This design comes from an exercise in tuning for small area, a short achievable clock period and few clock cycles per item on the open sky130 flow, not from production work.
Power and IR drop assume default switching activity.

run a:
## lzss_enc_top
module lzss_enc_top (
    input               clk,
    input               rst_x,
    input               i_valid,
    output              ow_ready,
    input       [7:0]   i_data,
    input               i_last,
    output              o_valid,
    input               i_ready,
    output      [8:0]   o_code,
    output              o_last
);
For scale: roughly 2800 cells after synthesis, ~820 flip-flops, roughly 25 I/O pins.
==> module lzss_enc_top, before the edit <==
module lzss_enc_top (
    input               clk,
    input               rst_x,
    input               i_valid,
    output              ow_ready,
    input       [7:0]   i_data,
    input               i_last,
    output              o_valid,
    input               i_ready,
    output      [8:0]   o_code,
    output              o_last
);
    integer             k;
    reg                 r_rdy;           
    reg                 r_iv;
    reg     [7:0]       r_ib;
    reg                 r_il;
    reg     [7:0]       r_win [1:64];    
    reg     [63:0]      r_s0, r_s1, r_s2;    
    reg     [6:0]       r_rv;            
    reg     [6:0]       r_lb;            
    reg     [6:0]       r_cnt;           
    reg     [2:0]       r_skip;          
    reg     [3:0]       r_ea;
    reg     [5:0]       r_ex2, r_ex3, r_ex4, r_ex5;
    reg                 r_m1, r_m2, r_m3, r_m4;
    reg                 r_l2;
    reg     [1:0]       r_l3, r_l4;      
    reg     [5:0]       r_x1, r_x2, r_x3, r_x4;  
    reg                 r_sv;
    reg                 r_hv;
    reg     [9:0]       r_hd;
    reg     [9:0]       r_sd;
    wire                w_ended = ~r_rv[0] | r_lb[0];
    wire                w_adv   = ~r_sv & (r_iv | (w_ended & (|r_rv)));
    assign  ow_ready    = r_rdy;
    assign  o_valid     = r_hv;
    assign  o_code      = r_hd[8:0];
    assign  o_last      = r_hd[9];
    always @(posedge clk or negedge rst_x) begin
        if (!rst_x) begin
            r_iv    <= 1'b0;
        end
        else if (r_rdy) begin
            r_iv    <= i_valid;
        end
    end
    always @(posedge clk) begin
        if (r_rdy) begin
            r_ib    <= i_data;
            r_il    <= i_last;
        end
    end
    reg     [63:0]      w_eq;
    always @(*) begin
        for (k = 0; k < 64; k = k + 1)
            w_eq[k] = (r_ib == r_win[k+1]) && (r_cnt > k);
    end
    wire    [63:0]      t2 = r_s1 | r_s2;
    wire    [63:0]      t3 = r_s2;
    wire    [63:0]      t4 = r_s2 & ~r_s0;
    wire    [63:0]      t5 = r_s2 & ~r_s1;
    wire    [5:0]       w_x2, w_x3, w_x4, w_x5;
    wire                a2, a3, a4, a5;
    lzss_lowest #(.W(64), .N(6)) u_low2 (.i_v(t2), .o_any(a2), .o_idx(w_x2));
    lzss_lowest #(.W(64), .N(6)) u_low3 (.i_v(t3), .o_any(a3), .o_idx(w_x3));
    lzss_lowest #(.W(64), .N(6)) u_low4 (.i_v(t4), .o_any(a4), .o_idx(w_x4));
    lzss_lowest #(.W(64), .N(6)) u_low5 (.i_v(t5), .o_any(a5), .o_idx(w_x5));
    always @(posedge clk) begin
        if (w_adv) begin
            r_win[1]    <= r_ib;
            for (k = 2; k <= 64; k = k + 1)
                r_win[k]    <= r_win[k-1];
            r_s0        <= w_eq & ~r_s2;
            r_s1        <= w_eq & r_s0;
            r_s2        <= w_eq & (r_s1 | (r_s2 & ~r_s0));
            r_lb        <= {r_lb[5:0], r_iv & r_il};
            r_ea        <= {a5, a4, a3, a2};
            r_ex2       <= w_x2;
            r_ex3       <= w_x3;
            r_ex4       <= w_x4;
            r_ex5       <= w_x5;
            r_m1        <= r_ea[0];
            r_x1        <= r_ex2;
            r_m2        <= r_ea[1] | r_m1;
            r_l2        <= r_ea[1];
            r_x2        <= r_ea[1] ? r_ex3 : r_x1;
            r_m3        <= r_ea[2] | r_m2;
            r_l3        <= r_ea[2] ? 2'd2 : {1'b0, r_l2};
            r_x3        <= r_ea[2] ? r_ex4 : r_x2;
            r_m4        <= r_ea[3] | r_m3;
            r_l4        <= r_ea[3] ? 2'd3 : r_l3;
            r_x4        <= r_ea[3] ? r_ex5 : r_x3;
        end
    end
    always @(posedge clk or negedge rst_x) begin
        if (!rst_x) begin
            r_rv    <= 7'd0;
            r_cnt   <= 7'd0;
        end
        else if (w_adv) begin
            r_rv    <= {r_rv[5:0], r_iv};
            if (r_iv) begin
                if (r_il)
                    r_cnt   <= 7'd0;
                else if (!r_cnt[6])
                    r_cnt   <= r_cnt + 7'd1;
            end
        end
    end
    wire                w_lst = r_lb[6] | (r_m4 & (r_lb[5] | ((r_l4 != 2'd0) & r_lb[4]) |
                                ((r_l4[1]) & r_lb[3]) | ((r_l4 == 2'd3) & r_lb[2])));
    wire    [9:0]       w_code = r_m4 ? {w_lst, 1'b1, ~r_x4, r_l4} : {w_lst, 1'b0, r_win[7]};
    wire                w_push = w_adv & r_rv[6] & (r_skip == 3'd0);
    wire                w_pop  = r_hv & i_ready;
    always @(posedge clk or negedge rst_x) begin
        if (!rst_x) begin
            r_skip  <= 3'd0;
        end
        else if (w_adv && r_rv[6]) begin
            if (r_skip != 3'd0)
                r_skip  <= r_skip - 3'd1;
            else if (r_m4)
                r_skip  <= {1'b0, r_l4} + 3'd1;
        end
    end
    wire                w_sv_next = r_sv ? ~w_pop : (w_push & r_hv & ~w_pop);
    always @(posedge clk or negedge rst_x) begin
        if (!rst_x) begin
            r_hv    <= 1'b0;
            r_sv    <= 1'b0;
            r_rdy   <= 1'b0;
        end
        else begin
            r_sv    <= w_sv_next;
            r_rdy   <= ~w_sv_next;
            if (w_push)
                r_hv    <= 1'b1;
            else if (w_pop && !r_sv)
                r_hv    <= 1'b0;
        end
    end
    always @(posedge clk) begin
        if (r_sv) begin
            if (w_pop)
                r_hd    <= r_sd;
        end
        else if (w_push) begin
            if (!r_hv || w_pop)
                r_hd    <= w_code;
            else
                r_sd    <= w_code;
        end
    end
endmodule
make LEC_CHECK=0 CAP_MARGIN=20 CORE_MARGIN=2 CORE_UTILIZATION=40 CTS_BUF_LIST='sky130_fd_sc_hd__clkbuf_4 sky130_fd_sc_hd__clkbuf_8' CTS_CLUSTER_DIAMETER=60 CTS_CLUSTER_SIZE=12 SETUP_SLACK_MARGIN=3.5 SLEW_MARGIN=20 finish   # period 6.0 ns
run.sh (not shown) runs the stock make flow with config.mk's settings and CLKGATE_MAP_FILE= SYNTH_SCRIPT=/design/flow/synth_recipe.tcl, a recipe that flattens the netlist after the stock synthesis.
What run b does differently from run a at the input level:
--- a/flow/design.v
+++ b/flow/design.v
@@ -17,12 +17,10 @@
     reg                 r_il;
     reg     [7:0]       r_win [1:64];    
     reg     [63:0]      r_s0, r_s1, r_s2;    
-    reg     [6:0]       r_rv;            
-    reg     [6:0]       r_lb;            
+    reg     [5:0]       r_rv;            
+    reg     [5:0]       r_lb;            
     reg     [6:0]       r_cnt;           
     reg     [2:0]       r_skip;          
-    reg     [3:0]       r_ea;
-    reg     [5:0]       r_ex2, r_ex3, r_ex4, r_ex5;
     reg                 r_m1, r_m2, r_m3, r_m4;
     reg                 r_l2;
     reg     [1:0]       r_l3, r_l4;      
@@ -74,32 +72,27 @@
             r_s0        <= w_eq & ~r_s2;
             r_s1        <= w_eq & r_s0;
             r_s2        <= w_eq & (r_s1 | (r_s2 & ~r_s0));
-            r_lb        <= {r_lb[5:0], r_iv & r_il};
-            r_ea        <= {a5, a4, a3, a2};
-            r_ex2       <= w_x2;
-            r_ex3       <= w_x3;
-            r_ex4       <= w_x4;
-            r_ex5       <= w_x5;
-            r_m1        <= r_ea[0];
-            r_x1        <= r_ex2;
-            r_m2        <= r_ea[1] | r_m1;
-            r_l2        <= r_ea[1];
-            r_x2        <= r_ea[1] ? r_ex3 : r_x1;
-            r_m3        <= r_ea[2] | r_m2;
-            r_l3        <= r_ea[2] ? 2'd2 : {1'b0, r_l2};
-            r_x3        <= r_ea[2] ? r_ex4 : r_x2;
-            r_m4        <= r_ea[3] | r_m3;
-            r_l4        <= r_ea[3] ? 2'd3 : r_l3;
-            r_x4        <= r_ea[3] ? r_ex5 : r_x3;
+            r_lb        <= {r_lb[4:0], r_iv & r_il};
+            r_m1        <= a2;
+            r_x1        <= w_x2;
+            r_m2        <= a3 | r_m1;
+            r_l2        <= a3;
+            r_x2        <= a3 ? w_x3 : r_x1;
+            r_m3        <= a4 | r_m2;
+            r_l3        <= a4 ? 2'd2 : {1'b0, r_l2};
+            r_x3        <= a4 ? w_x4 : r_x2;
+            r_m4        <= a5 | r_m3;
+            r_l4        <= a5 ? 2'd3 : r_l3;
+            r_x4        <= a5 ? w_x5 : r_x3;
         end
     end
     always @(posedge clk or negedge rst_x) begin
         if (!rst_x) begin
-            r_rv    <= 7'd0;
+            r_rv    <= 6'd0;
             r_cnt   <= 7'd0;
         end
         else if (w_adv) begin
-            r_rv    <= {r_rv[5:0], r_iv};
+            r_rv    <= {r_rv[4:0], r_iv};
             if (r_iv) begin
                 if (r_il)
                     r_cnt   <= 7'd0;
@@ -108,16 +101,16 @@
             end
         end
     end
-    wire                w_lst = r_lb[6] | (r_m4 & (r_lb[5] | ((r_l4 != 2'd0) & r_lb[4]) |
-                                ((r_l4[1]) & r_lb[3]) | ((r_l4 == 2'd3) & r_lb[2])));
-    wire    [9:0]       w_code = r_m4 ? {w_lst, 1'b1, ~r_x4, r_l4} : {w_lst, 1'b0, r_win[7]};
-    wire                w_push = w_adv & r_rv[6] & (r_skip == 3'd0);
+    wire                w_lst = r_lb[5] | (r_m4 & (r_lb[4] | ((r_l4 != 2'd0) & r_lb[3]) |
+                                ((r_l4[1]) & r_lb[2]) | ((r_l4 == 2'd3) & r_lb[1])));
+    wire    [9:0]       w_code = r_m4 ? {w_lst, 1'b1, ~r_x4, r_l4} : {w_lst, 1'b0, r_win[6]};
+    wire                w_push = w_adv & r_rv[5] & (r_skip == 3'd0);
     wire                w_pop  = r_hv & i_ready;
     always @(posedge clk or negedge rst_x) begin
         if (!rst_x) begin
             r_skip  <= 3'd0;
         end
-        else if (w_adv && r_rv[6]) begin
+        else if (w_adv && r_rv[5]) begin
             if (r_skip != 3'd0)
                 r_skip  <= r_skip - 3'd1;
             else if (r_m4)
Measured against each other, run a and run b differ in highest clock rate, the lower figure coming from run b. The final reports for run b and run a show via count of the routed design higher in the former. Of the two values seen for launching instance or port of the critical path, r_s2[39]$_DFFE_PP_ was produced by run a and r_rv[3]$_DFFE_PN0P_ by run b. Row critical path depth: run b higher / run a lower. Run a and run b ended up with nearly the same required time of the critical path. Run b: proportion of cell area occupied by registers is 2.4 points lower than what run a reported. The final reports for run b and run a show simple-gate share of the synthesized area higher in the former. Compared with run a, run b ends up with a larger final cell area. Setup slack: run b lower than run a. Compared with run a, overall die area in run b decreased by a few percent. Growth of design area from synthesis to finish: run b > run a. Diff run a -> run b | number of multi-input combinational cells | up slightly. Buffer count excluding the clock tree in the final layout sits higher in run b than in run a. What run b reported for total power has to be multiplied by 0.874 to get the figure for run a.
Function was not checked in any run of this note: the RTL went through the layout flow alone.

==> re-timing with driven ports <==
The results above use ideal ports. As a check the final layouts listed here were re-extracted and re-timed, cells and wires unchanged.
Step 1, drivers: a clkbuf_16 drives clk and a buf_2 each remaining input, both assumed.
Step 2, shift: input delay + t, output delay - t, t = (earliest + latest rising clock arrival at the registers) / 2. This alone moves slack from input paths to output paths.
a / b / c = ideal ports / drivers / drivers and shift; a / b = the first two.
run	shift t [ns]	slack for setup (ns)	cell pins on the clock port's net
run a	0.756	3.451 / 3.413 / 3.451	1
run b	0.774	3.399 / 3.393 / 3.155	1
After both steps every run listed still meets setup and hold. For run b, which loses most, drivers alone change the setup slack by -0.006 ns; drivers and shift together by -0.244 ns.
